What follows belongs to an exercise in optimizing a design on an open flow for small area and a short achievable clock period; a production flow would make more cautious choices.
Only simulation tests tie the RTL to the original design; equivalence was not proved.

<file path="flow/flow/run.sh">
#!/bin/bash
# The standard synthesis and layout, with two changes to the layout:
#  * the port buffers are the smallest buffer cell (buffer_ports -buffer_cell) instead of
#    the delay-cell buffers buffer_ports picks by itself;
#  * the clock tree uses the buffers in flow/cts_bufs.txt and no dummy loads;
#  * repair_timing aims for extra setup slack (flow/setup_margin.txt, ns) so the resizer
#    speeds up the critical paths. The clock and I/O constraints are unchanged.
set -euo pipefail
# clock tree: small clock buffers and no dummy loads (64 flip-flops need little drive)
export CTS_ARGS="-sink_clustering_enable -repair_clock_nets -buf_list {$(cat flow/cts_bufs.txt)} -dont_use_dummy_load"
export BUFFER_PORTS_ARGS="-buffer_cell sky130_fd_sc_hd__buf_1"
M=$(cat flow/setup_margin.txt)
if [[ "$M" != "0" ]]; then export SETUP_SLACK_MARGIN=$M; fi
S=$(cat flow/move_sequence.txt)
if [[ -n "$S" ]]; then export SETUP_MOVE_SEQUENCE=$S; fi
bash standard.sh synth > synth.log 2>&1
bash standard.sh finish > layout.log 2>&1
</file>
<file path="flow/flow/cts_bufs.txt">
sky130_fd_sc_hd__clkbuf_4 sky130_fd_sc_hd__clkbuf_8
</file>
<file path="flow/flow/move_sequence.txt">
unbuffer,sizeup,swap
</file>
<file path="flow/flow/setup_margin.txt">
10.8
</file>
<file path="flow/standard.sh">
#!/bin/bash
# synth_recipe.tcl (not shown) runs the flow's synth.tcl, then flattens the netlist and writes it again
# the make line also repeats each setting of config.mk as NAME=value (left out here)
make -C /OpenROAD-flow-scripts/flow DESIGN_CONFIG=/design/flow/config.mk WORK_HOME=/design/flow/orfs CLKGATE_MAP_FILE= SYNTH_SCRIPT=/design/flow/synth_recipe.tcl "${@:-finish}"
</file>
<file path="flow/config.mk">
export PLATFORM = sky130hd
export DESIGN_NAME = multiplier_16bit
export DESIGN_NICKNAME = multiplier_16bit
export VERILOG_FILES = /design/flow/design.v
export SDC_FILE = /design/flow/constraint.sdc
export NUM_CORES = 4
export LEC_CHECK = 0
export ABC_AREA = 1
export CAP_MARGIN = 20
export CORE_MARGIN = 2
export CORE_UTILIZATION = 65
export PLACE_DENSITY = 0.75
export SLEW_MARGIN = 20
export SYNTH_HIERARCHICAL = 1
</file>
<file path="flow/constraint.sdc">
create_clock -name core_clock -period 20.0 [get_ports {clk}]
set_input_delay 4.0000 -clock core_clock [delete_from_list [all_inputs] [get_ports {clk}]]
set_output_delay 4.0000 -clock core_clock [all_outputs]
set_load 0.01 [all_outputs]
</file>
<file path="flow/design.v">
`timescale 1ns / 1ps
module multiplier_16bit (
    input  wire clk,
    input  wire rst,
    input  wire signed [15:0] a,
    input  wire signed [15:0] b,
    output reg  signed [31:0] product,
    output reg  signed [15:0] a_out,
    output reg  signed [15:0] b_out
);
    wire [15:0] ag = a;
    wire [31:0] accn = product;
    wire one0 = b[0] ^ 1'b0;
    wire two0 = (b[1] & ~b[0] & ~1'b0) | (~b[1] & b[0] & 1'b0);
    wire neg0 = b[1];
    wire [16:0] x0;    
    assign x0[0] = ((one0 & ag[0]) | (two0 & 1'b0)) ^ neg0;
    assign x0[1] = ((one0 & ag[1]) | (two0 & ag[0])) ^ neg0;
    assign x0[2] = ((one0 & ag[2]) | (two0 & ag[1])) ^ neg0;
    assign x0[3] = ((one0 & ag[3]) | (two0 & ag[2])) ^ neg0;
    assign x0[4] = ((one0 & ag[4]) | (two0 & ag[3])) ^ neg0;
    assign x0[5] = ((one0 & ag[5]) | (two0 & ag[4])) ^ neg0;
    assign x0[6] = ((one0 & ag[6]) | (two0 & ag[5])) ^ neg0;
    assign x0[7] = ((one0 & ag[7]) | (two0 & ag[6])) ^ neg0;
    assign x0[8] = ((one0 & ag[8]) | (two0 & ag[7])) ^ neg0;
    assign x0[9] = ((one0 & ag[9]) | (two0 & ag[8])) ^ neg0;
    assign x0[10] = ((one0 & ag[10]) | (two0 & ag[9])) ^ neg0;
    assign x0[11] = ((one0 & ag[11]) | (two0 & ag[10])) ^ neg0;
    assign x0[12] = ((one0 & ag[12]) | (two0 & ag[11])) ^ neg0;
    assign x0[13] = ((one0 & ag[13]) | (two0 & ag[12])) ^ neg0;
    assign x0[14] = ((one0 & ag[14]) | (two0 & ag[13])) ^ neg0;
    assign x0[15] = ((one0 & ag[15]) | (two0 & ag[14])) ^ neg0;
    assign x0[16] = ~(((one0 & ag[15]) | (two0 & ag[15])) ^ neg0);
    wire one1 = b[2] ^ b[1];
    wire two1 = (b[3] & ~b[2] & ~b[1]) | (~b[3] & b[2] & b[1]);
    wire neg1 = b[3];
    wire [16:0] x1;    
    assign x1[0] = ((one1 & ag[0]) | (two1 & 1'b0)) ^ neg1;
    assign x1[1] = ((one1 & ag[1]) | (two1 & ag[0])) ^ neg1;
    assign x1[2] = ((one1 & ag[2]) | (two1 & ag[1])) ^ neg1;
    assign x1[3] = ((one1 & ag[3]) | (two1 & ag[2])) ^ neg1;
    assign x1[4] = ((one1 & ag[4]) | (two1 & ag[3])) ^ neg1;
    assign x1[5] = ((one1 & ag[5]) | (two1 & ag[4])) ^ neg1;
    assign x1[6] = ((one1 & ag[6]) | (two1 & ag[5])) ^ neg1;
    assign x1[7] = ((one1 & ag[7]) | (two1 & ag[6])) ^ neg1;
    assign x1[8] = ((one1 & ag[8]) | (two1 & ag[7])) ^ neg1;
    assign x1[9] = ((one1 & ag[9]) | (two1 & ag[8])) ^ neg1;
    assign x1[10] = ((one1 & ag[10]) | (two1 & ag[9])) ^ neg1;
    assign x1[11] = ((one1 & ag[11]) | (two1 & ag[10])) ^ neg1;
    assign x1[12] = ((one1 & ag[12]) | (two1 & ag[11])) ^ neg1;
    assign x1[13] = ((one1 & ag[13]) | (two1 & ag[12])) ^ neg1;
    assign x1[14] = ((one1 & ag[14]) | (two1 & ag[13])) ^ neg1;
    assign x1[15] = ((one1 & ag[15]) | (two1 & ag[14])) ^ neg1;
    assign x1[16] = ~(((one1 & ag[15]) | (two1 & ag[15])) ^ neg1);
    wire one2 = b[4] ^ b[3];
    wire two2 = (b[5] & ~b[4] & ~b[3]) | (~b[5] & b[4] & b[3]);
    wire neg2 = b[5];
    wire [16:0] x2;    
    assign x2[0] = ((one2 & ag[0]) | (two2 & 1'b0)) ^ neg2;
    assign x2[1] = ((one2 & ag[1]) | (two2 & ag[0])) ^ neg2;
    assign x2[2] = ((one2 & ag[2]) | (two2 & ag[1])) ^ neg2;
    assign x2[3] = ((one2 & ag[3]) | (two2 & ag[2])) ^ neg2;
    assign x2[4] = ((one2 & ag[4]) | (two2 & ag[3])) ^ neg2;
    assign x2[5] = ((one2 & ag[5]) | (two2 & ag[4])) ^ neg2;
    assign x2[6] = ((one2 & ag[6]) | (two2 & ag[5])) ^ neg2;
    assign x2[7] = ((one2 & ag[7]) | (two2 & ag[6])) ^ neg2;
    assign x2[8] = ((one2 & ag[8]) | (two2 & ag[7])) ^ neg2;
    assign x2[9] = ((one2 & ag[9]) | (two2 & ag[8])) ^ neg2;
    assign x2[10] = ((one2 & ag[10]) | (two2 & ag[9])) ^ neg2;
    assign x2[11] = ((one2 & ag[11]) | (two2 & ag[10])) ^ neg2;
    assign x2[12] = ((one2 & ag[12]) | (two2 & ag[11])) ^ neg2;
    assign x2[13] = ((one2 & ag[13]) | (two2 & ag[12])) ^ neg2;
    assign x2[14] = ((one2 & ag[14]) | (two2 & ag[13])) ^ neg2;
    assign x2[15] = ((one2 & ag[15]) | (two2 & ag[14])) ^ neg2;
    assign x2[16] = ~(((one2 & ag[15]) | (two2 & ag[15])) ^ neg2);
    wire one3 = b[6] ^ b[5];
    wire two3 = (b[7] & ~b[6] & ~b[5]) | (~b[7] & b[6] & b[5]);
    wire neg3 = b[7];
    wire [16:0] x3;    
    assign x3[0] = ((one3 & ag[0]) | (two3 & 1'b0)) ^ neg3;
    assign x3[1] = ((one3 & ag[1]) | (two3 & ag[0])) ^ neg3;
    assign x3[2] = ((one3 & ag[2]) | (two3 & ag[1])) ^ neg3;
    assign x3[3] = ((one3 & ag[3]) | (two3 & ag[2])) ^ neg3;
    assign x3[4] = ((one3 & ag[4]) | (two3 & ag[3])) ^ neg3;
    assign x3[5] = ((one3 & ag[5]) | (two3 & ag[4])) ^ neg3;
    assign x3[6] = ((one3 & ag[6]) | (two3 & ag[5])) ^ neg3;
    assign x3[7] = ((one3 & ag[7]) | (two3 & ag[6])) ^ neg3;
    assign x3[8] = ((one3 & ag[8]) | (two3 & ag[7])) ^ neg3;
    assign x3[9] = ((one3 & ag[9]) | (two3 & ag[8])) ^ neg3;
    assign x3[10] = ((one3 & ag[10]) | (two3 & ag[9])) ^ neg3;
    assign x3[11] = ((one3 & ag[11]) | (two3 & ag[10])) ^ neg3;
    assign x3[12] = ((one3 & ag[12]) | (two3 & ag[11])) ^ neg3;
    assign x3[13] = ((one3 & ag[13]) | (two3 & ag[12])) ^ neg3;
    assign x3[14] = ((one3 & ag[14]) | (two3 & ag[13])) ^ neg3;
    assign x3[15] = ((one3 & ag[15]) | (two3 & ag[14])) ^ neg3;
    assign x3[16] = ~(((one3 & ag[15]) | (two3 & ag[15])) ^ neg3);
    wire one4 = b[8] ^ b[7];
    wire two4 = (b[9] & ~b[8] & ~b[7]) | (~b[9] & b[8] & b[7]);
    wire neg4 = b[9];
    wire [16:0] x4;    
    assign x4[0] = ((one4 & ag[0]) | (two4 & 1'b0)) ^ neg4;
    assign x4[1] = ((one4 & ag[1]) | (two4 & ag[0])) ^ neg4;
    assign x4[2] = ((one4 & ag[2]) | (two4 & ag[1])) ^ neg4;
    assign x4[3] = ((one4 & ag[3]) | (two4 & ag[2])) ^ neg4;
    assign x4[4] = ((one4 & ag[4]) | (two4 & ag[3])) ^ neg4;
    assign x4[5] = ((one4 & ag[5]) | (two4 & ag[4])) ^ neg4;
    assign x4[6] = ((one4 & ag[6]) | (two4 & ag[5])) ^ neg4;
    assign x4[7] = ((one4 & ag[7]) | (two4 & ag[6])) ^ neg4;
    assign x4[8] = ((one4 & ag[8]) | (two4 & ag[7])) ^ neg4;
    assign x4[9] = ((one4 & ag[9]) | (two4 & ag[8])) ^ neg4;
    assign x4[10] = ((one4 & ag[10]) | (two4 & ag[9])) ^ neg4;
    assign x4[11] = ((one4 & ag[11]) | (two4 & ag[10])) ^ neg4;
    assign x4[12] = ((one4 & ag[12]) | (two4 & ag[11])) ^ neg4;
    assign x4[13] = ((one4 & ag[13]) | (two4 & ag[12])) ^ neg4;
    assign x4[14] = ((one4 & ag[14]) | (two4 & ag[13])) ^ neg4;
    assign x4[15] = ((one4 & ag[15]) | (two4 & ag[14])) ^ neg4;
    assign x4[16] = ~(((one4 & ag[15]) | (two4 & ag[15])) ^ neg4);
    wire one5 = b[10] ^ b[9];
    wire two5 = (b[11] & ~b[10] & ~b[9]) | (~b[11] & b[10] & b[9]);
    wire neg5 = b[11];
    wire [16:0] x5;    
    assign x5[0] = ((one5 & ag[0]) | (two5 & 1'b0)) ^ neg5;
    assign x5[1] = ((one5 & ag[1]) | (two5 & ag[0])) ^ neg5;
    assign x5[2] = ((one5 & ag[2]) | (two5 & ag[1])) ^ neg5;
    assign x5[3] = ((one5 & ag[3]) | (two5 & ag[2])) ^ neg5;
    assign x5[4] = ((one5 & ag[4]) | (two5 & ag[3])) ^ neg5;
    assign x5[5] = ((one5 & ag[5]) | (two5 & ag[4])) ^ neg5;
    assign x5[6] = ((one5 & ag[6]) | (two5 & ag[5])) ^ neg5;
    assign x5[7] = ((one5 & ag[7]) | (two5 & ag[6])) ^ neg5;
    assign x5[8] = ((one5 & ag[8]) | (two5 & ag[7])) ^ neg5;
    assign x5[9] = ((one5 & ag[9]) | (two5 & ag[8])) ^ neg5;
    assign x5[10] = ((one5 & ag[10]) | (two5 & ag[9])) ^ neg5;
    assign x5[11] = ((one5 & ag[11]) | (two5 & ag[10])) ^ neg5;
    assign x5[12] = ((one5 & ag[12]) | (two5 & ag[11])) ^ neg5;
    assign x5[13] = ((one5 & ag[13]) | (two5 & ag[12])) ^ neg5;
    assign x5[14] = ((one5 & ag[14]) | (two5 & ag[13])) ^ neg5;
    assign x5[15] = ((one5 & ag[15]) | (two5 & ag[14])) ^ neg5;
    assign x5[16] = ~(((one5 & ag[15]) | (two5 & ag[15])) ^ neg5);
    wire one6 = b[12] ^ b[11];
    wire two6 = (b[13] & ~b[12] & ~b[11]) | (~b[13] & b[12] & b[11]);
    wire neg6 = b[13];
    wire [16:0] x6;    
    assign x6[0] = ((one6 & ag[0]) | (two6 & 1'b0)) ^ neg6;
    assign x6[1] = ((one6 & ag[1]) | (two6 & ag[0])) ^ neg6;
    assign x6[2] = ((one6 & ag[2]) | (two6 & ag[1])) ^ neg6;
    assign x6[3] = ((one6 & ag[3]) | (two6 & ag[2])) ^ neg6;
    assign x6[4] = ((one6 & ag[4]) | (two6 & ag[3])) ^ neg6;
    assign x6[5] = ((one6 & ag[5]) | (two6 & ag[4])) ^ neg6;
    assign x6[6] = ((one6 & ag[6]) | (two6 & ag[5])) ^ neg6;
    assign x6[7] = ((one6 & ag[7]) | (two6 & ag[6])) ^ neg6;
    assign x6[8] = ((one6 & ag[8]) | (two6 & ag[7])) ^ neg6;
    assign x6[9] = ((one6 & ag[9]) | (two6 & ag[8])) ^ neg6;
    assign x6[10] = ((one6 & ag[10]) | (two6 & ag[9])) ^ neg6;
    assign x6[11] = ((one6 & ag[11]) | (two6 & ag[10])) ^ neg6;
    assign x6[12] = ((one6 & ag[12]) | (two6 & ag[11])) ^ neg6;
    assign x6[13] = ((one6 & ag[13]) | (two6 & ag[12])) ^ neg6;
    assign x6[14] = ((one6 & ag[14]) | (two6 & ag[13])) ^ neg6;
    assign x6[15] = ((one6 & ag[15]) | (two6 & ag[14])) ^ neg6;
    assign x6[16] = ~(((one6 & ag[15]) | (two6 & ag[15])) ^ neg6);
    wire one7 = b[14] ^ b[13];
    wire two7 = (b[15] & ~b[14] & ~b[13]) | (~b[15] & b[14] & b[13]);
    wire neg7 = b[15];
    wire [16:0] x7;    
    assign x7[0] = ((one7 & ag[0]) | (two7 & 1'b0)) ^ neg7;
    assign x7[1] = ((one7 & ag[1]) | (two7 & ag[0])) ^ neg7;
    assign x7[2] = ((one7 & ag[2]) | (two7 & ag[1])) ^ neg7;
    assign x7[3] = ((one7 & ag[3]) | (two7 & ag[2])) ^ neg7;
    assign x7[4] = ((one7 & ag[4]) | (two7 & ag[3])) ^ neg7;
    assign x7[5] = ((one7 & ag[5]) | (two7 & ag[4])) ^ neg7;
    assign x7[6] = ((one7 & ag[6]) | (two7 & ag[5])) ^ neg7;
    assign x7[7] = ((one7 & ag[7]) | (two7 & ag[6])) ^ neg7;
    assign x7[8] = ((one7 & ag[8]) | (two7 & ag[7])) ^ neg7;
    assign x7[9] = ((one7 & ag[9]) | (two7 & ag[8])) ^ neg7;
    assign x7[10] = ((one7 & ag[10]) | (two7 & ag[9])) ^ neg7;
    assign x7[11] = ((one7 & ag[11]) | (two7 & ag[10])) ^ neg7;
    assign x7[12] = ((one7 & ag[12]) | (two7 & ag[11])) ^ neg7;
    assign x7[13] = ((one7 & ag[13]) | (two7 & ag[12])) ^ neg7;
    assign x7[14] = ((one7 & ag[14]) | (two7 & ag[13])) ^ neg7;
    assign x7[15] = ((one7 & ag[15]) | (two7 & ag[14])) ^ neg7;
    assign x7[16] = ~(((one7 & ag[15]) | (two7 & ag[15])) ^ neg7);
    wire s0, c1;
    fa us0 (accn[0], neg0, x0[0], s0, c1);
    wire s2, c3;
    fa us2 (accn[1], x0[1], c1, s2, c3);
    wire s4, c5;
    fa us4 (accn[2], neg1, x0[2], s4, c5);
    wire s6, c7;
    fa us6 (x1[0], s4, c3, s6, c7);
    wire s8, c9;
    fa us8 (accn[3], x0[3], x1[1], s8, c9);
    wire s10, c11;
    fa us10 (c5, s8, c7, s10, c11);
    wire s12, c13;
    fa us12 (accn[4], neg2, x0[4], s12, c13);
    wire s14, c15;
    fa us14 (x1[2], x2[0], c9, s14, c15);
    wire s16, c17;
    fa us16 (s12, s14, c11, s16, c17);
    wire s18, c19;
    fa us18 (accn[5], x0[5], x1[3], s18, c19);
    wire s20, c21;
    fa us20 (x2[1], c13, s18, s20, c21);
    wire s22, c23;
    ha us22 (c15, s20, s22, c23);
    wire s24, c25;
    fa us24 (accn[6], neg3, x0[6], s24, c25);
    wire s26, c27;
    fa us26 (x1[4], x2[2], x3[0], s26, c27);
    wire s28, c29;
    fa us28 (c19, s24, s26, s28, c29);
    wire s30, c31;
    fa us30 (c21, s28, c23, s30, c31);
    wire s32, c33;
    fa us32 (accn[7], x0[7], x1[5], s32, c33);
    wire s34, c35;
    fa us34 (x2[3], x3[1], c25, s34, c35);
    wire s36, c37;
    fa us36 (c27, s32, s34, s36, c37);
    wire s38, c39;
    fa us38 (c29, s36, c31, s38, c39);
    wire s40, c41;
    fa us40 (accn[8], neg4, x0[8], s40, c41);
    wire s42, c43;
    fa us42 (x1[6], x2[4], x3[2], s42, c43);
    wire s44, c45;
    fa us44 (x4[0], c33, s40, s44, c45);
    wire s46, c47;
    fa us46 (s42, c35, s44, s46, c47);
    wire s48, c49;
    ha us48 (c37, s46, s48, c49);
    wire s50, c51;
    fa us50 (accn[9], x0[9], x1[7], s50, c51);
    wire s52, c53;
    fa us52 (x2[5], x3[3], x4[1], s52, c53);
    wire s54, c55;
    fa us54 (c41, c43, s50, s54, c55);
    wire s56, c57;
    fa us56 (s52, c45, s54, s56, c57);
    wire s58, c59;
    ha us58 (c47, s56, s58, c59);
    wire s60, c61;
    fa us60 (accn[10], neg5, x0[10], s60, c61);
    wire s62, c63;
    fa us62 (x1[8], x2[6], x3[4], s62, c63);
    wire s64, c65;
    fa us64 (x4[2], x5[0], c51, s64, c65);
    wire s66, c67;
    fa us66 (c53, s60, s62, s66, c67);
    wire s68, c69;
    fa us68 (s64, c55, s66, s68, c69);
    wire s70, c71;
    ha us70 (c57, s68, s70, c71);
    wire s72, c73;
    fa us72 (accn[11], x0[11], x1[9], s72, c73);
    wire s74, c75;
    fa us74 (x2[7], x3[5], x4[3], s74, c75);
    wire s76, c77;
    fa us76 (x5[1], c61, c63, s76, c77);
    wire s78, c79;
    fa us78 (s72, s74, c65, s78, c79);
    wire s80, c81;
    fa us80 (s76, c67, s78, s80, c81);
    wire s82, c83;
    ha us82 (c69, c71, s82, c83);
    wire s84, c85;
    fa us84 (accn[12], neg6, x0[12], s84, c85);
    wire s86, c87;
    fa us86 (x1[10], x2[8], x3[6], s86, c87);
    wire s88, c89;
    fa us88 (x4[4], x5[2], x6[0], s88, c89);
    wire s90, c91;
    fa us90 (c73, c75, s84, s90, c91);
    wire s92, c93;
    fa us92 (s86, s88, c77, s92, c93);
    wire s94, c95;
    fa us94 (s90, c79, s92, s94, c95);
    wire s96, c97;
    ha us96 (c81, s94, s96, c97);
    wire s98, c99;
    fa us98 (accn[13], x0[13], x1[11], s98, c99);
    wire s100, c101;
    fa us100 (x2[9], x3[7], x4[5], s100, c101);
    wire s102, c103;
    fa us102 (x5[3], x6[1], c85, s102, c103);
    wire s104, c105;
    fa us104 (c87, c89, s98, s104, c105);
    wire s106, c107;
    fa us106 (s100, s102, c91, s106, c107);
    wire s108, c109;
    fa us108 (s104, c93, s106, s108, c109);
    wire s110, c111;
    ha us110 (c95, s108, s110, c111);
    wire s112, c113;
    fa us112 (accn[14], neg7, x0[14], s112, c113);
    wire s114, c115;
    fa us114 (x1[12], x2[10], x3[8], s114, c115);
    wire s116, c117;
    fa us116 (x4[6], x5[4], x6[2], s116, c117);
    wire s118, c119;
    fa us118 (x7[0], c99, c101, s118, c119);
    wire s120, c121;
    fa us120 (s112, s114, s116, s120, c121);
    wire s122, c123;
    fa us122 (c103, s118, c105, s122, c123);
    wire s124, c125;
    fa us124 (s120, c107, s122, s124, c125);
    wire s126, c127;
    ha us126 (c109, s124, s126, c127);
    wire s128, c129;
    fa us128 (accn[15], x0[15], x1[13], s128, c129);
    wire s130, c131;
    fa us130 (x2[11], x3[9], x4[7], s130, c131);
    wire s132, c133;
    fa us132 (x5[5], x6[3], x7[1], s132, c133);
    wire s134, c135;
    fa us134 (c113, c115, c117, s134, c135);
    wire s136, c137;
    fa us136 (s128, s130, s132, s136, c137);
    wire s138, c139;
    fa us138 (c119, s134, c121, s138, c139);
    wire s140, c141;
    fa us140 (s136, c123, s138, s140, c141);
    wire s142, c143;
    ha us142 (c125, s140, s142, c143);
    wire s144, c145;
    fa1 us144 (accn[16], x0[16], s144, c145);
    wire s146, c147;
    fa us146 (x1[14], x2[12], x3[10], s146, c147);
    wire s148, c149;
    fa us148 (x4[8], x5[6], x6[4], s148, c149);
    wire s150, c151;
    fa us150 (x7[2], s144, c129, s150, c151);
    wire s152, c153;
    fa us152 (c131, c133, s146, s152, c153);
    wire s154, c155;
    fa us154 (s148, c135, s150, s154, c155);
    wire s156, c157;
    fa us156 (c137, s152, c139, s156, c157);
    wire s158, c159;
    fa us158 (s154, c141, s156, s158, c159);
    wire s160, c161;
    fa1 us160 (accn[17], x1[15], s160, c161);
    wire s162, c163;
    fa us162 (x2[13], x3[11], x4[9], s162, c163);
    wire s164, c165;
    fa us164 (x5[7], x6[5], x7[3], s164, c165);
    wire s166, c167;
    fa us166 (c145, s160, c147, s166, c167);
    wire s168, c169;
    fa us168 (c149, s162, s164, s168, c169);
    wire s170, c171;
    fa us170 (c151, s166, c153, s170, c171);
    wire s172, c173;
    fa us172 (s168, c155, s170, s172, c173);
    wire s174, c175;
    ha us174 (c157, s172, s174, c175);
    wire s176, c177;
    fa us176 (accn[18], x1[16], x2[14], s176, c177);
    wire s178, c179;
    fa us178 (x3[12], x4[10], x5[8], s178, c179);
    wire s180, c181;
    fa us180 (x6[6], x7[4], c161, s180, c181);
    wire s182, c183;
    fa us182 (c163, c165, s176, s182, c183);
    wire s184, c185;
    fa us184 (s178, s180, c167, s184, c185);
    wire s186, c187;
    fa us186 (c169, s182, c171, s186, c187);
    wire s188, c189;
    fa us188 (s184, c173, s186, s188, c189);
    wire s190, c191;
    fa1 us190 (accn[19], x2[15], s190, c191);
    wire s192, c193;
    fa us192 (x3[13], x4[11], x5[9], s192, c193);
    wire s194, c195;
    fa us194 (x6[7], x7[5], s190, s194, c195);
    wire s196, c197;
    fa us196 (c177, c179, s192, s196, c197);
    wire s198, c199;
    fa us198 (c181, s194, c183, s198, c199);
    wire s200, c201;
    fa us200 (s196, c185, s198, s200, c201);
    wire s202, c203;
    ha us202 (c187, s200, s202, c203);
    wire s204, c205;
    fa us204 (accn[20], x2[16], x3[14], s204, c205);
    wire s206, c207;
    fa us206 (x4[12], x5[10], x6[8], s206, c207);
    wire s208, c209;
    fa us208 (x7[6], c191, c193, s208, c209);
    wire s210, c211;
    fa us210 (s204, s206, c195, s210, c211);
    wire s212, c213;
    fa us212 (s208, c197, s210, s212, c213);
    wire s214, c215;
    fa us214 (c199, s212, c201, s214, c215);
    wire s216, c217;
    fa1 us216 (accn[21], x3[15], s216, c217);
    wire s218, c219;
    fa us218 (x4[13], x5[11], x6[9], s218, c219);
    wire s220, c221;
    fa us220 (x7[7], s216, c205, s220, c221);
    wire s222, c223;
    fa us222 (c207, s218, c209, s222, c223);
    wire s224, c225;
    fa us224 (s220, c211, s222, s224, c225);
    wire s226, c227;
    ha us226 (c213, s224, s226, c227);
    wire s228, c229;
    fa us228 (accn[22], x3[16], x4[14], s228, c229);
    wire s230, c231;
    fa us230 (x5[12], x6[10], x7[8], s230, c231);
    wire s232, c233;
    fa us232 (c217, c219, s228, s232, c233);
    wire s234, c235;
    fa us234 (s230, c221, s232, s234, c235);
    wire s236, c237;
    fa us236 (c223, s234, c225, s236, c237);
    wire s238, c239;
    fa1 us238 (accn[23], x4[15], s238, c239);
    wire s240, c241;
    fa us240 (x5[13], x6[11], x7[9], s240, c241);
    wire s242, c243;
    fa us242 (s238, c229, c231, s242, c243);
    wire s244, c245;
    fa us244 (s240, s242, c233, s244, c245);
    wire s246, c247;
    ha us246 (c235, s244, s246, c247);
    wire s248, c249;
    fa us248 (accn[24], x4[16], x5[14], s248, c249);
    wire s250, c251;
    fa us250 (x6[12], x7[10], c239, s250, c251);
    wire s252, c253;
    fa us252 (c241, s248, s250, s252, c253);
    wire s254, c255;
    fa us254 (c243, s252, c245, s254, c255);
    wire s256, c257;
    fa1 us256 (accn[25], x5[15], s256, c257);
    wire s258, c259;
    fa us258 (x6[13], x7[11], s256, s258, c259);
    wire s260, c261;
    fa us260 (c249, c251, s258, s260, c261);
    wire s262, c263;
    ha us262 (c253, s260, s262, c263);
    wire s264, c265;
    fa us264 (accn[26], x5[16], x6[14], s264, c265);
    wire s266, c267;
    fa us266 (x7[12], c257, s264, s266, c267);
    wire s268, c269;
    fa us268 (c259, s266, c261, s268, c269);
    wire s270, c271;
    fa1 us270 (accn[27], x6[15], s270, c271);
    wire s272, c273;
    fa us272 (x7[13], s270, c265, s272, c273);
    wire s274, c275;
    fa us274 (s272, c267, c269, s274, c275);
    wire s276, c277;
    fa us276 (accn[28], x6[16], x7[14], s276, c277);
    wire s278, c279;
    fa us278 (c271, s276, c273, s278, c279);
    wire s280, c281;
    fa1 us280 (accn[29], x7[15], s280, c281);
    wire s282, c283;
    fa us282 (s280, c277, c279, s282, c283);
    wire s284, c285;
    fa us284 (accn[30], x7[16], c281, s284, c285);
    wire s286, c287;
    fa1 us286 (accn[31], c285, s286, c287);
    wire [31:0] r0 = {s286, s284, s282, s278, s274, c263, s262, c247, s246, c227, s226, c203, s202, c175, s174, c143, c127, c111, c97, c83, s80, c59, c49, s48, s38, s30, s22, s16, s10, s6, s2, s0};
    wire [31:0] r1 = {1'b0, c283, 1'b0, c275, 1'b0, s268, c255, s254, c237, s236, c215, s214, c189, s188, c159, s158, s142, s126, s110, s96, s82, s70, s58, c39, 1'b0, 1'b0, c17, 1'b0, 1'b0, 1'b0, 1'b0, 1'b0};
    wire [31:0] sum;
    wire [31:0] p0, gn;
    assign p0[0] = r0[0];
    assign gn[0] = 1'b1;
    assign p0[1] = r0[1];
    assign gn[1] = 1'b1;
    assign p0[2] = r0[2];
    assign gn[2] = 1'b1;
    assign p0[3] = r0[3];
    assign gn[3] = 1'b1;
    assign p0[4] = r0[4];
    assign gn[4] = 1'b1;
    pg upg5 (r0[5], r1[5], p0[5], gn[5]);
    assign p0[6] = r0[6];
    assign gn[6] = 1'b1;
    assign p0[7] = r0[7];
    assign gn[7] = 1'b1;
    pg upg8 (r0[8], r1[8], p0[8], gn[8]);
    pg upg9 (r0[9], r1[9], p0[9], gn[9]);
    pg upg10 (r0[10], r1[10], p0[10], gn[10]);
    pg upg11 (r0[11], r1[11], p0[11], gn[11]);
    pg upg12 (r0[12], r1[12], p0[12], gn[12]);
    pg upg13 (r0[13], r1[13], p0[13], gn[13]);
    pg upg14 (r0[14], r1[14], p0[14], gn[14]);
    pg upg15 (r0[15], r1[15], p0[15], gn[15]);
    pg upg16 (r0[16], r1[16], p0[16], gn[16]);
    pg upg17 (r0[17], r1[17], p0[17], gn[17]);
    pg upg18 (r0[18], r1[18], p0[18], gn[18]);
    pg upg19 (r0[19], r1[19], p0[19], gn[19]);
    pg upg20 (r0[20], r1[20], p0[20], gn[20]);
    pg upg21 (r0[21], r1[21], p0[21], gn[21]);
    pg upg22 (r0[22], r1[22], p0[22], gn[22]);
    pg upg23 (r0[23], r1[23], p0[23], gn[23]);
    pg upg24 (r0[24], r1[24], p0[24], gn[24]);
    pg upg25 (r0[25], r1[25], p0[25], gn[25]);
    pg upg26 (r0[26], r1[26], p0[26], gn[26]);
    assign p0[27] = r0[27];
    assign gn[27] = 1'b1;
    pg upg28 (r0[28], r1[28], p0[28], gn[28]);
    assign p0[29] = r0[29];
    assign gn[29] = 1'b1;
    pg upg30 (r0[30], r1[30], p0[30], gn[30]);
    assign p0[31] = r0[31];
    assign gn[31] = 1'b1;
    wire G288 = ~gn[1] | (p0[1] & ~gn[0]);
    wire G289 = ~gn[3] | (p0[3] & ~gn[2]);
    wire P290 = p0[3] & p0[2];
    wire G291 = ~gn[5] | (p0[5] & ~gn[4]);
    wire P292 = p0[5] & p0[4];
    wire G293 = ~gn[7] | (p0[7] & ~gn[6]);
    wire P294 = p0[7] & p0[6];
    wire G295 = ~gn[9] | (p0[9] & ~gn[8]);
    wire P296 = p0[9] & p0[8];
    wire G297 = ~gn[11] | (p0[11] & ~gn[10]);
    wire P298 = p0[11] & p0[10];
    wire G299 = ~gn[13] | (p0[13] & ~gn[12]);
    wire P300 = p0[13] & p0[12];
    wire G301 = ~gn[15] | (p0[15] & ~gn[14]);
    wire P302 = p0[15] & p0[14];
    wire G303 = ~gn[17] | (p0[17] & ~gn[16]);
    wire P304 = p0[17] & p0[16];
    wire G305 = ~gn[19] | (p0[19] & ~gn[18]);
    wire P306 = p0[19] & p0[18];
    wire G307 = ~gn[21] | (p0[21] & ~gn[20]);
    wire P308 = p0[21] & p0[20];
    wire G309 = ~gn[23] | (p0[23] & ~gn[22]);
    wire P310 = p0[23] & p0[22];
    wire G311 = ~gn[25] | (p0[25] & ~gn[24]);
    wire P312 = p0[25] & p0[24];
    wire G313 = ~gn[27] | (p0[27] & ~gn[26]);
    wire P314 = p0[27] & p0[26];
    wire G315 = ~gn[29] | (p0[29] & ~gn[28]);
    wire P316 = p0[29] & p0[28];
    wire G317 = ~gn[31] | (p0[31] & ~gn[30]);
    wire P318 = p0[31] & p0[30];
    wire G319 = ~gn[2] | (p0[2] & G288);
    wire G320 = G289 | (P290 & G288);
    wire G321 = ~gn[6] | (p0[6] & G291);
    wire P322 = p0[6] & P292;
    wire G323 = G293 | (P294 & G291);
    wire P324 = P294 & P292;
    wire G325 = ~gn[10] | (p0[10] & G295);
    wire P326 = p0[10] & P296;
    wire G327 = G297 | (P298 & G295);
    wire P328 = P298 & P296;
    wire G329 = ~gn[14] | (p0[14] & G299);
    wire P330 = p0[14] & P300;
    wire G331 = G301 | (P302 & G299);
    wire P332 = P302 & P300;
    wire G333 = ~gn[18] | (p0[18] & G303);
    wire P334 = p0[18] & P304;
    wire G335 = G305 | (P306 & G303);
    wire P336 = P306 & P304;
    wire G337 = ~gn[22] | (p0[22] & G307);
    wire P338 = p0[22] & P308;
    wire G339 = G309 | (P310 & G307);
    wire P340 = P310 & P308;
    wire G341 = ~gn[26] | (p0[26] & G311);
    wire P342 = p0[26] & P312;
    wire G343 = G313 | (P314 & G311);
    wire P344 = P314 & P312;
    wire G345 = ~gn[30] | (p0[30] & G315);
    wire P346 = p0[30] & P316;
    wire G347 = G317 | (P318 & G315);
    wire P348 = P318 & P316;
    wire G349 = ~gn[4] | (p0[4] & G320);
    wire G350 = G291 | (P292 & G320);
    wire G351 = G321 | (P322 & G320);
    wire G352 = G323 | (P324 & G320);
    wire G353 = ~gn[12] | (p0[12] & G327);
    wire P354 = p0[12] & P328;
    wire G355 = G299 | (P300 & G327);
    wire P356 = P300 & P328;
    wire G357 = G329 | (P330 & G327);
    wire P358 = P330 & P328;
    wire G359 = G331 | (P332 & G327);
    wire P360 = P332 & P328;
    wire G361 = ~gn[20] | (p0[20] & G335);
    wire P362 = p0[20] & P336;
    wire G363 = G307 | (P308 & G335);
    wire P364 = P308 & P336;
    wire G365 = G337 | (P338 & G335);
    wire P366 = P338 & P336;
    wire G367 = G339 | (P340 & G335);
    wire P368 = P340 & P336;
    wire G369 = ~gn[28] | (p0[28] & G343);
    wire P370 = p0[28] & P344;
    wire G371 = G315 | (P316 & G343);
    wire P372 = P316 & P344;
    wire G373 = G345 | (P346 & G343);
    wire P374 = P346 & P344;
    wire G375 = G347 | (P348 & G343);
    wire P376 = P348 & P344;
    wire G377 = ~gn[8] | (p0[8] & G352);
    wire G378 = G295 | (P296 & G352);
    wire G379 = G325 | (P326 & G352);
    wire G380 = G327 | (P328 & G352);
    wire G381 = G353 | (P354 & G352);
    wire G382 = G355 | (P356 & G352);
    wire G383 = G357 | (P358 & G352);
    wire G384 = G359 | (P360 & G352);
    wire G385 = ~gn[24] | (p0[24] & G367);
    wire P386 = p0[24] & P368;
    wire G387 = G311 | (P312 & G367);
    wire P388 = P312 & P368;
    wire G389 = G341 | (P342 & G367);
    wire P390 = P342 & P368;
    wire G391 = G343 | (P344 & G367);
    wire P392 = P344 & P368;
    wire G393 = G369 | (P370 & G367);
    wire P394 = P370 & P368;
    wire G395 = G371 | (P372 & G367);
    wire P396 = P372 & P368;
    wire G397 = G373 | (P374 & G367);
    wire P398 = P374 & P368;
    wire G399 = G375 | (P376 & G367);
    wire P400 = P376 & P368;
    wire G401 = ~gn[16] | (p0[16] & G384);
    wire G402 = G303 | (P304 & G384);
    wire G403 = G333 | (P334 & G384);
    wire G404 = G335 | (P336 & G384);
    wire G405 = G361 | (P362 & G384);
    wire G406 = G363 | (P364 & G384);
    wire G407 = G365 | (P366 & G384);
    wire G408 = G367 | (P368 & G384);
    wire G409 = G385 | (P386 & G384);
    wire G410 = G387 | (P388 & G384);
    wire G411 = G389 | (P390 & G384);
    wire G412 = G391 | (P392 & G384);
    wire G413 = G393 | (P394 & G384);
    wire G414 = G395 | (P396 & G384);
    wire G415 = G397 | (P398 & G384);
    wire G416 = G399 | (P400 & G384);
    wire [31:0] cy = {G415, G414, G413, G412, G411, G410, G409, G408, G407, G406, G405, G404, G403, G402, G401, G384, G383, G382, G381, G380, G379, G378, G377, G352, G351, G350, G349, G320, G319, G288, ~gn[0], 1'b0};
    assign sum = p0 ^ cy;
    always @(posedge clk) begin
        product <= sum & {32{~rst}};
        a_out   <= a & {16{~rst}};
        b_out   <= b & {16{~rst}};
    end
endmodule
module pg (input wire a, input wire b, output wire p, output wire gn);
    assign p  = a ^ b;
    assign gn = ~(a & b);
endmodule
module pgi (input wire an, input wire bn, output wire p, output wire gn);
    assign p  = an ^ bn;
    assign gn = an | bn;
endmodule
module fa (input wire a, input wire b, input wire c, output wire s, output wire co);
    assign s  = a ^ b ^ c;
    assign co = (a & b) | (a & c) | (b & c);
endmodule
module ha (input wire a, input wire b, output wire s, output wire co);
    assign s  = a ^ b;
    assign co = a & b;
endmodule
module fa1 (input wire a, input wire b, output wire s, output wire co);
    assign s  = ~(a ^ b);
    assign co = a | b;
endmodule
</file>
==> impl_metrics.py, run 1 <==
metrics = {
    "floorplan": {
        "die_h_um": 119,
        "dieWidth_um": 119,
        "die-area_um2": 14200,
        "rows": 42,
        "io_pins": 98,
        "start_util_pct": 65.8,
        "core_um2": 13100,
    },
    "clock_network": {
        "cts_buffers": 9,
        "hold_buffers": 0,
        "cts.clk_slew.worst_paths_ns": 0.07,
        "clock_latency_ns": 0.37,
        "cts_setup_buffers": 0,
        "ctsLongestPathBuffers": 2,
        "ctsRootBufferMaster": "clkbuf_8",
        "htree_num_levels": 3,
        "cts_tree": "built",
        "clkSinkCount": 64,
    },
    "timing": {
        "maxSlewViolCount": 0,
        "period_minus_slack_ns": 8.94,
        "finClkSkew_ns": 0.0196,
        "holdWs_ns": 0.678,
        "hold_viol": 0,
        "fmax_ghz": 0.112,
        "grt_setup_unrepaired": "false",
        "tightestPinTransition_ns": 1.01,
        "setup_tns_ns": 0,
        "setup_violations": 0,
        "maxSlewHeadroom_pct": 32.9,
        "timing.final.crit_share_pct": 44.7,
    },
    "critical_path": {
        "worstSetupStartpoint": "b[3]",
        "required_ns": 20.20,
        "crit_top_cell": "fa_1",
        "cp-end-kind": "register",
        "critical_path.max_stage_delay_ns": 0.60,
        "crit_path_start_kind": "primary input",
        "r2r-start": "product[13]$_DFF_P_",
        "path_max_fanout": 22,
        "cp_slowest_cell": "o21ai_2",
        "cp.arrival_ns": 9.14,
        "cp_cell_sequence": "buf_1, buf_4, nor2_1, o21ai_2, o22ai_1, xor2_1, fa_1, fa_1, fa_1, fa_1, ha_1, ha_1, nand2_2, inv_1, a21oi_2, nand3_4, ha_1, nor3_1, nor3_1",
        "critical_path_class": "primary input to register",
    },
    "global_routing": {
        "overflow": 0,
        "grt_pass1_wl_um": 33800,
        "grt_max_degree": 48,
        "antenna_found_initial": 0,
        "grt_pass1_vias": 6698,
        "grt_use_total_pct": 30.1,
    },
    "hold_path": {
        "worstHoldStart": "product[0]$_DFF_P_",
        "holdCritPathClass": "register to register",
    },
    "run_status": {
        "status": "no timing/DRC/antenna violations",
    },
    "drt": {
        "wl_um": 20300,
        "vias": 6887,
        "first_pass_iters": 5,
        "drt_iter0_drc": 496,
        "drc_errors": 0,
        "wl_per_cell_um": 16.8,
        "drtAntennaViolNets": 0,
        "vias_per_cell": 5.72,
    },
    "synth": {
        "syn-instance-count": 972,
        "yosysWarningCount": 7,
        "postSynthAreaPerCell_um2": 8.90,
        "syn_area_um2": 8650,
        "syn_nets": 1175,
    },
    "placement": {
        "dpl.hpwl_um": 15700,
        "place_congestion": 0.859,
        "post-place-cells": 1196,
        "io_buffer_count": 97,
    },
    "finish": {
        "drive_above_1_share_pct": 9.04,
        "n_fill_cell": 1122,
        "diodes": 0,
        "nNetsFinal": 1234,
        "fin_cells": 1205,
        "area_growth_pct": 4.90,
        "utilization_pct": 69.1,
    },
    "run": {
        "maxCapViolCount": 0,
    },
}
## worst max-delay path: cells and delay by family
family          cells  cell delay [ns]
fa+ha+maj           7             2.78
simple gates        5             0.73
xor+xnor            1             0.21
compound gates      3             0.95
buf+inv             3             0.44
## what timing repair did
action | in CTS | in global routing
gates resized for setup | 0 | 4
setup endpoints to repair | 0 | 8
endpoints found under the hold margin | 0 | 0
## flip-flops by register name (all words and copies together), names as in the netlist
signal,cells
a_out,16
b_out,16
product,32
## metrics by stage
stage          worst slack [ns]  area [um2]
3_5_place_dp              10.73        8930
6_report                  11.06        9070
5_1_grt                   10.81        9070
2_1_floorplan             11.56        8650
3_3_place_gp              10.80        8930
4_1_cts                   11.09        9050
## cell type report
cell class | count | area (um2) | share of cell area (%)
timing repair buffer | 105 | 425 | 4.69
sequential | 64 | 1280 | 14.1
multi-input combinational | 707 | 6480 | 71.4
clock buffer | 9 | 124 | 1.37
tap | 176 | 220 | 2.43
inverter | 144 | 541 | 5.96
## placed cells by master (no fill, tap or decap), types with 3 or more instances in the layout
cell type,n
a211oi_1,7
a21boi_0,3
a21oi_1,33
buf_1,96
buf_4,8
clkbuf_8,9
clkinv_1,16
dfxtp_1,64
fa_1,121
ha_1,48
inv_1,117
inv_2,11
nand2_1,82
nand2_2,15
nand3_1,22
nor2_1,79
nor2_2,6
nor2_4,4
nor3_1,7
o21ai_0,10
o21ai_2,4
o21ai_4,3
o22ai_1,95
o22ai_2,24
xor2_1,127
## path summary, 6_finish.rpt
path	cells after the start	slack [ns]	endpoint
setup / recovery	19	11.06	product[17]$_DFF_P_
setup reg to reg	13	15.86	product[17]$_DFF_P_
hold reg to reg	3	0.68	product[0]$_DFF_P_
hold / removal	3	0.68	product[0]$_DFF_P_
## metal layers
metal | routed length, um | global-route usage (%)
met1 | 8850 | 41.2
met2 | 9570 | 48.4
met3 | 1370 | 6.56
met4 | 471 | 8.68
met5 | 0 | 0
==> run 2: changes to the inputs <==
==> flow/flow/cts_bufs.txt (replaced) <==
sky130_fd_sc_hd__clkbuf_8
--- a/flow/config.mk
+++ b/flow/config.mk
@@ -8,7 +8,6 @@
 export ABC_AREA = 1
 export CAP_MARGIN = 20
 export CORE_MARGIN = 2
-export CORE_UTILIZATION = 65
-export PLACE_DENSITY = 0.75
+export CORE_UTILIZATION = 40
 export SLEW_MARGIN = 20
 export SYNTH_HIERARCHICAL = 1
==> run 2 against run 1 <==
Still clean on timing, DRC and antenna. Register-to-register slack better by 0.06 ns. Routed wire length is 8.1% higher. Non-clock buffer count is 1 higher. Synthesized cell count stayed put. Area after synthesis stayed put. Highest routed layer unchanged.
==> impl_metrics.py, run 2 <==
metrics = {
    "run_status": {
        "status": "no timing/DRC/antenna violations",
    },
    "drt": {
        "drt_iter0_drc": 581,
        "wl_per_cell_um": 16.8,
        "dr_wl_met3_um": 1440,
        "vias": 6761,
        "drtAntennaViolNets": 0,
        "first_pass_iters": 5,
        "drc_errors": 0,
        "wl_met1_um": 10600,
        "top_signal_layer_used": "met4",
        "vias_per_cell": 5.18,
        "wl_um": 21900,
        "wl_met2_um": 9600,
    },
    "critical_path": {
        "critical_path.max_stage_delay_ns": 0.67,
        "critical_path_class": "primary input to register",
        "r2r-start": "product[14]$_DFF_P_",
        "cp_slowest_cell": "o21ai_2",
        "worstSetupStartpoint": "b[11]",
        "cp-end-kind": "register",
        "crit_top_cell": "fa_1",
        "path_max_fanout": 22,
        "cp.arrival_ns": 9.10,
        "crit_path_start_kind": "primary input",
        "cp_top_family": "adder cells",
        "required_ns": 20.29,
        "reg2reg_slack_ns": 15.92,
        "crit_buf_inv": 3,
        "cp_cell_sequence": "buf_1, buf_4, nor2_1, o21ai_2, o22ai_2, xor2_1, fa_1, fa_1, fa_1, fa_1, ha_1, ha_1, nand2_2, inv_1, a21oi_2, nand3_4, ha_1, o21a_1, nor3_1",
    },
    "timing": {
        "finClkSkew_ns": 0.0281,
        "period_minus_slack_ns": 8.81,
        "maxSlewHeadroom_pct": 44.7,
        "fmax_ghz": 0.113,
        "grt_setup_unrepaired": "false",
        "setup_tns_ns": 0,
        "tightestPinTransition_ns": 0.829,
        "hold_viol": 0,
        "setup_violations": 0,
        "maxSlewViolCount": 0,
        "timing.final.crit_share_pct": 44.1,
    },
    "global_routing": {
        "grt_pass1_vias": 6519,
        "overflow": 0,
        "antenna_found_initial": 0,
        "grt_pass1_wl_um": 35800,
        "grt_max_degree": 48,
        "grt_use_total_pct": 20.3,
    },
    "clock_network": {
        "cts_buffers": 9,
        "ctsLongestPathBuffers": 2,
        "htree_num_levels": 3,
        "cts_tree": "built",
        "hold_buffers": 0,
        "ctsRootBufferMaster": "clkbuf_8",
        "clkSinkCount": 64,
        "clock_latency_ns": 0.39,
        "cts.clk_slew.worst_paths_ns": 0.07,
    },
    "finish": {
        "nNetsFinal": 1235,
        "reg_top3": "product (32), a_out (16), b_out (16)",
        "largest_reg_flops": 32,
        "utilization_pct": 43.6,
        "area_growth_pct": 6.65,
        "final_cell_mix": "xor2_1 (127), fa_1 (121), inv_1 (117), buf_1 (96), o22ai_1 (95)",
        "diodes": 0,
        "final_common_cell": "xor2_1",
        "drive_above_1_share_pct": 9.32,
        "regMostFlops": "product",
    },
    "placement": {
        "dpl.hpwl_um": 16800,
        "io_buffer_count": 97,
        "place_congestion": 0.838,
    },
    "run": {
        "maxCapViolCount": 0,
    },
    "synth": {
        "syn_nets": 1175,
        "syn_area_um2": 8650,
        "syn-instance-count": 972,
        "yosysWarningCount": 7,
        "postSynthAreaPerCell_um2": 8.90,
    },
    "floorplan": {
        "core_um2": 21200,
        "io_pins": 98,
        "rows": 53,
        "start_util_pct": 40.9,
        "die_h_um": 151,
        "die-area_um2": 22800,
        "dieWidth_um": 151,
    },
    "hold_path": {
        "holdCritPathClass": "register to register",
        "worstHoldStart": "product[0]$_DFF_P_",
    },
}
run 2: area by class of cell:
class / count / area [um2]
Fill cell: 2158 / 11900
Multi-Input combinational cell: 707 / 6500
Sequential cell: 64 / 1280
Inverter: 144 / 541
Timing Repair Buffer: 106 / 433
Tap cell: 275 / 344
Clock buffer: 9 / 124
run 2: layer usage:
metal	GRT usage, %	vias to the layer above
met5	0	-
met4	4.16	0
met3	4.79	17
met2	29.3	200
met1	30.8	3293
li1	-	3251
run 2: repair_timing:
item / CTS / global route
endpoints found under the setup margin: 0 / 8
setup buffers: 0 / 0
gates resized for setup: 0 / 8
run 2: path summary, 6_finish.rpt:
kind	depth (start not counted)	endpoint
hold reg to reg	3	product[0]$_DFF_P_
hold / removal	3	product[0]$_DFF_P_
setup reg to reg	13	product[17]$_DFF_P_
setup / recovery	19	product[17]$_DFF_P_
run 2: per-stage QoR:
step | instance area (um2) | std cells | hold WS (ns) | worst slack (ns)
global route | 9230 | 1305 | 0.732 | 10.82
finish | 9230 | 1305 | 0.676 | 11.19
detailed placement | 9060 | 1296 | 0.661 | 10.72
global placement | 9060 | 1296 | 0.654 | 10.72
CTS | 9190 | 1305 | 0.677 | 11.08
floorplan | 8650 | 972 | 0.686 | 11.56
run 2: worst min-delay path: stages (launching register included):
cell and delay [ns]:
dfxtp_1 0.37, fa_1 0.17, inv_1 0.04, nor2_1 0.06
==> run 3: changes to the inputs <==
--- a/flow/flow/run.sh
+++ b/flow/flow/run.sh
@@ -1,5 +1,5 @@
 #!/bin/bash
-# The standard synthesis and layout, with two changes to the layout:
+# The standard synthesis and layout, with these changes to the layout:
 #  * the port buffers are the smallest buffer cell (buffer_ports -buffer_cell) instead of
 #    the delay-cell buffers buffer_ports picks by itself;
 #  * the clock tree uses the buffers in flow/cts_bufs.txt and no dummy loads;
==> run 3 against run 2 <==
Still clean. First-iteration DRC count stayed put. Cell count stayed put. Setup slack stayed put. Design area stayed put. Die area stayed put. Clock skew stayed put. Highest routed layer unchanged.
==> impl_metrics.py, run 3 <==
metrics = {
    "clock_network": {
        "clkSinkCount": 64,
        "htree_num_levels": 3,
        "clock_latency_ns": 0.39,
        "cts_buffers": 9,
        "ctsRootBufferMaster": "clkbuf_8",
        "cts_tree": "built",
        "ctsLongestPathBuffers": 2,
        "hold_buffers": 0,
        "cts.clk_slew.worst_paths_ns": 0.07,
    },
    "finish": {
        "regMostFlops": "product",
        "reg_top3": "product (32), a_out (16), b_out (16)",
        "diodes": 0,
        "nNetsFinal": 1235,
        "largest_reg_flops": 32,
        "final_cell_mix": "xor2_1 (127), fa_1 (121), inv_1 (117), buf_1 (96), o22ai_1 (95)",
        "area_growth_pct": 6.65,
        "drive_above_1_share_pct": 9.32,
        "final_common_cell": "xor2_1",
    },
    "floorplan": {
        "io_pins": 98,
        "start_util_pct": 40.9,
        "dieWidth_um": 151,
        "core_um2": 21200,
        "die_h_um": 151,
        "rows": 53,
        "die-area_um2": 22800,
    },
    "critical_path": {
        "critical_path_class": "primary input to register",
        "path_max_fanout": 22,
        "required_ns": 20.29,
        "reg2reg_to": "product[17]$_DFF_P_",
        "r2r-start": "product[14]$_DFF_P_",
        "crit_path_start_kind": "primary input",
        "ff2ff_path_depth": 13,
        "cp.arrival_ns": 9.10,
        "reg2reg_slack_ns": 15.92,
        "cp-end-kind": "register",
    },
    "drt": {
        "first_pass_iters": 5,
        "vias": 6761,
        "drt_iter0_drc": 581,
        "wl_per_cell_um": 16.8,
        "wl_um": 21900,
        "vias_per_cell": 5.18,
        "drc_errors": 0,
        "drtAntennaViolNets": 0,
    },
    "timing": {
        "hold_viol": 0,
        "maxSlewHeadroom_pct": 44.7,
        "grt_setup_unrepaired": "false",
        "maxSlewViolCount": 0,
        "period_minus_slack_ns": 8.81,
        "tightestPinTransition_ns": 0.829,
        "setup_violations": 0,
        "setup_tns_ns": 0,
        "setup_ws_ns": 11.19,
        "timing.final.crit_share_pct": 44.1,
        "finClkSkew_ns": 0.0281,
        "fmax_ghz": 0.113,
    },
    "placement": {
        "place_worst_setup_slack_ns": 10.72,
        "place_congestion": 0.838,
        "dpl.hpwl_um": 16800,
        "io_buffer_count": 97,
    },
    "hold_path": {
        "worstHoldStart": "product[0]$_DFF_P_",
        "min_path_cells": 3,
        "holdCritPathClass": "register to register",
        "min_to": "product[0]$_DFF_P_",
    },
    "run_status": {
        "status": "no timing/DRC/antenna violations",
    },
    "run": {
        "maxCapViolCount": 0,
    },
    "global_routing": {
        "overflow": 0,
        "antenna_found_initial": 0,
        "grt_pass1_vias": 6519,
        "grt_use_total_pct": 20.3,
        "grt_pass1_wl_um": 35800,
        "grt_max_degree": 48,
    },
    "synth": {
        "syn-instance-count": 972,
        "syn_area_um2": 8650,
        "syn_nets": 1175,
        "yosysWarningCount": 7,
        "postSynthAreaPerCell_um2": 8.90,
    },
}
==> run 3: stage by stage <==
step | instance area (um2) | instances | utilization (%) | hold slack (ns)
6_report | 9230 | 1305 | 43.6 | 0.676
5_1_grt | 9230 | 1305 | 43.6 | 0.732
4_1_cts | 9190 | 1305 | 43.4 | 0.677
3_5_place_dp | 9060 | 1296 | 42.8 | 0.661
3_3_place_gp | 9060 | 1296 | 42.8 | 0.654
2_1_floorplan | 8650 | 972 | - | 0.686
==> run 3: worst max path at each step <==
stage          cells past startpoint                  end  start
2_1_floorplan                     20  product[17]$_DFF_P_   b[4]
3_3_place_gp                      19  product[17]$_DFF_P_   b[3]
3_5_place_dp                      19  product[17]$_DFF_P_   b[3]
4_1_cts                           19  product[17]$_DFF_P_   b[3]
5_1_grt                           23  product[29]$_DFF_P_  b[11]
6_report                          19  product[17]$_DFF_P_  b[11]
==> run 3: worst max-delay path, stage by stage <==
cell     delay [ns]
buf_1          0.07
buf_4          0.34
nor2_1         0.14
o21ai_2        0.67
o22ai_2        0.13
xor2_1         0.19
fa_1           0.41
fa_1           0.47
fa_1           0.53
fa_1           0.42
ha_1           0.29
ha_1           0.33
nand2_2        0.11
inv_1          0.06
a21oi_2        0.17
nand3_4        0.22
ha_1           0.27
o21a_1         0.18
nor3_1         0.11
==> run 3: layout make-up <==
class | count | area, um2
clock buffers | 9 | 124
inverters | 144 | 541
multi-input cells | 707 | 6500
repair buffers | 106 | 433
flip-flops and latches | 64 | 1280
fillers | 2158 | 11900
well taps | 275 | 344
==> run 3: repair_timing <==
| item | 4_1_cts | 5_1_grt |
|---|---|---|
| gates resized for setup | 0 | 8 |
| buffers inserted | 0 | 0 |
| setup endpoints to repair | 0 | 8 |
==> run 3: layer usage <==
| layer | part of all wire (%) | GRT usage (%) | up-vias |
|---|---|---|---|
| met4 | 1.0 | 4.16 | 0 |
| met3 | 6.6 | 4.79 | 17 |
| met2 | 44 | 29.3 | 200 |
| met1 | 49 | 30.8 | 3293 |
| met5 | 0 | 0 | - |
| li1 | - | - | 3251 |
==> run 4: changes to the inputs <==
--- a/flow/config.mk
+++ b/flow/config.mk
@@ -6,8 +6,8 @@
 export NUM_CORES = 4
 export LEC_CHECK = 0
 export ABC_AREA = 1
-export CAP_MARGIN = 20
+export CAP_MARGIN = 5
 export CORE_MARGIN = 2
 export CORE_UTILIZATION = 40
-export SLEW_MARGIN = 20
+export SLEW_MARGIN = 5
 export SYNTH_HIERARCHICAL = 1
==> run 4 against run 3 <==
Design area is the same. Register-to-register slack is essentially flat. Still clean on timing, DRC and antenna. First-iteration DRC count is the same. Clock skew is the same. Critical endpoint unchanged.
==> impl_metrics.py, run 4 <==
metrics = {
    "synth": {
        "yosysWarningCount": 7,
        "syn_area_um2": 8650,
        "syn_nets": 1175,
        "postSynthAreaPerCell_um2": 8.90,
        "syn-instance-count": 972,
    },
    "critical_path": {
        "crit_path_start_kind": "primary input",
        "crit_top_cell": "fa_1",
        "cp-end-kind": "register",
        "path_max_fanout": 22,
        "cp_cell_sequence": "buf_1, buf_4, nor2_1, o21ai_2, o22ai_2, xor2_1, fa_1, fa_1, fa_1, fa_1, ha_1, ha_1, nand2_2, inv_1, a21oi_2, nand3_4, ha_1, o21a_1, nor3_1",
        "critical_path_class": "primary input to register",
        "cp_slowest_cell": "o21ai_2",
        "critical_path.max_stage_delay_ns": 0.67,
        "required_ns": 20.29,
        "cp.arrival_ns": 9.10,
    },
    "floorplan": {
        "rows": 53,
        "dieWidth_um": 151,
        "die-area_um2": 22800,
        "start_util_pct": 40.9,
        "io_pins": 98,
        "die_h_um": 151,
        "core_um2": 21200,
    },
    "finish": {
        "largest_reg_flops": 32,
        "diodes": 0,
        "drive_above_1_share_pct": 9.32,
        "final_common_cell": "xor2_1",
        "reg_top3": "product (32), a_out (16), b_out (16)",
        "n_fill_cell": 2158,
        "fin_area_um2": 9230,
        "area_growth_pct": 6.65,
        "final_cell_mix": "xor2_1 (127), fa_1 (121), inv_1 (117), buf_1 (96), o22ai_1 (95)",
        "regMostFlops": "product",
        "nNetsFinal": 1235,
    },
    "clock_network": {
        "ctsRootBufferMaster": "clkbuf_8",
        "ctsLongestPathBuffers": 2,
        "clock_latency_ns": 0.39,
        "htree_num_levels": 3,
        "cts_tree": "built",
        "cts_buffers": 9,
        "clkSinkCount": 64,
        "cts.clk_slew.worst_paths_ns": 0.07,
    },
    "timing": {
        "period_minus_slack_ns": 8.81,
        "finClkSkew_ns": 0.0281,
        "hold_viol": 0,
        "fmax_ghz": 0.113,
        "setup_ws_ns": 11.19,
        "maxSlewViolCount": 0,
        "grt_setup_unrepaired": "false",
        "tightestPinTransition_ns": 0.829,
        "timing.final.crit_share_pct": 44.1,
        "setup_tns_ns": 0,
        "maxSlewHeadroom_pct": 44.7,
        "setup_violations": 0,
    },
    "drt": {
        "vias_per_cell": 5.18,
        "wl_per_cell_um": 16.8,
        "vias": 6761,
        "first_pass_iters": 5,
        "drt_iter0_drc": 581,
        "drtAntennaViolNets": 0,
        "drc_errors": 0,
        "wl_um": 21900,
    },
    "placement": {
        "io_buffer_count": 97,
        "place_worst_setup_slack_ns": 10.72,
        "place_area_um2": 9060,
        "dpl.hpwl_um": 16800,
        "place_congestion": 0.838,
    },
    "global_routing": {
        "grt_use_total_pct": 20.3,
        "overflow": 0,
        "grt_pass1_wl_um": 35800,
        "antenna_found_initial": 0,
        "grt_pass1_vias": 6519,
        "grt_max_degree": 48,
    },
    "run_status": {
        "status": "no timing/DRC/antenna violations",
    },
    "run": {
        "maxCapViolCount": 0,
    },
    "hold_path": {
        "holdCritPathClass": "register to register",
    },
}
run 4: cell counts in the layout (fill, tap and decap cells not counted):
Identical to the previous run, type by type.
run 4: worst paths after layout:
kind                            slack, ns             endpoint           startpoint  depth (start not counted)
worst max-delay path                11.19  product[17]$_DFF_P_                b[11]                         19
worst min-delay path                 0.68   product[0]$_DFF_P_   product[0]$_DFF_P_                          3
worst max register to register      15.92  product[17]$_DFF_P_  product[14]$_DFF_P_                         13
worst min register to register       0.68   product[0]$_DFF_P_   product[0]$_DFF_P_                          3
run 4: cell type report:
cell class / count / area [um2] / share of cell area, %
clock buffers: 9 / 124 / 1.34
inverters: 144 / 541 / 5.86
multi-input cells: 707 / 6500 / 70.5
flip-flops and latches: 64 / 1280 / 13.9
well taps: 275 / 344 / 3.73
repair buffers: 106 / 433 / 4.69
run 4: per-stage QoR:
stage | cells | hold WS (ns) | util (%)
after floorplan | 972 | 0.686 | -
after global placement | 1296 | 0.654 | 42.8
after detailed placement | 1296 | 0.661 | 42.8
after CTS | 1305 | 0.677 | 43.4
after global routing | 1305 | 0.732 | 43.6
final | 1305 | 0.676 | 43.6
run 4: critical path, delay by kind of cell:
| kind | cells | cell delay [ns] |
|---|---|---|
| AOI/OAI and AO/OA | 4 | 1.15 |
| and+or+nand+nor | 4 | 0.58 |
| xor gates and xnor gates | 1 | 0.19 |
| adders and majority gates | 7 | 2.72 |
| buffers and inverters | 3 | 0.47 |
run 4: metal layers:
metal	vias up	global-route usage (%)	part of all wire (%)	wire length [um]
met1	3293	30.8	49	10600
li1	3251	-	-	-
met3	17	4.79	6.6	1440
met4	0	4.16	1.0	224
met2	200	29.3	44	9600
met5	-	0	0	0
run 4: timing repair:
item / 4_1_cts / 5_1_grt
setup endpoints to repair: 0 / 8
hold buffers: 0 / 0
gates resized for setup: 0 / 8
buffers inserted: 0 / 0

## what the ideal ports hide
The results above use ideal ports. As a check the final layouts listed here were re-extracted and re-timed, cells and wires unchanged.
Step 1 assumes that a clkbuf_16 drives the clock port and a buf_2 every other input.
Step 2, shift: input delay + t, output delay - t, t = (earliest + latest rising clock arrival at the registers) / 2. This alone moves slack from input paths to output paths.
Three values: ideal ports, drivers, drivers and shift; two values: the first two.
run	t (ns)	slack for setup (ns)	cell pins on the clock port's net
run 1	0.395	11.060 / 11.073 / 10.678	1
run 2	0.416	11.189 / 11.199 / 10.783	1
run 3	0.416	11.189 / 11.199 / 10.783	1
run 4	0.416	11.189 / 11.199 / 10.783	1
After both steps setup and hold are still met in every run listed.
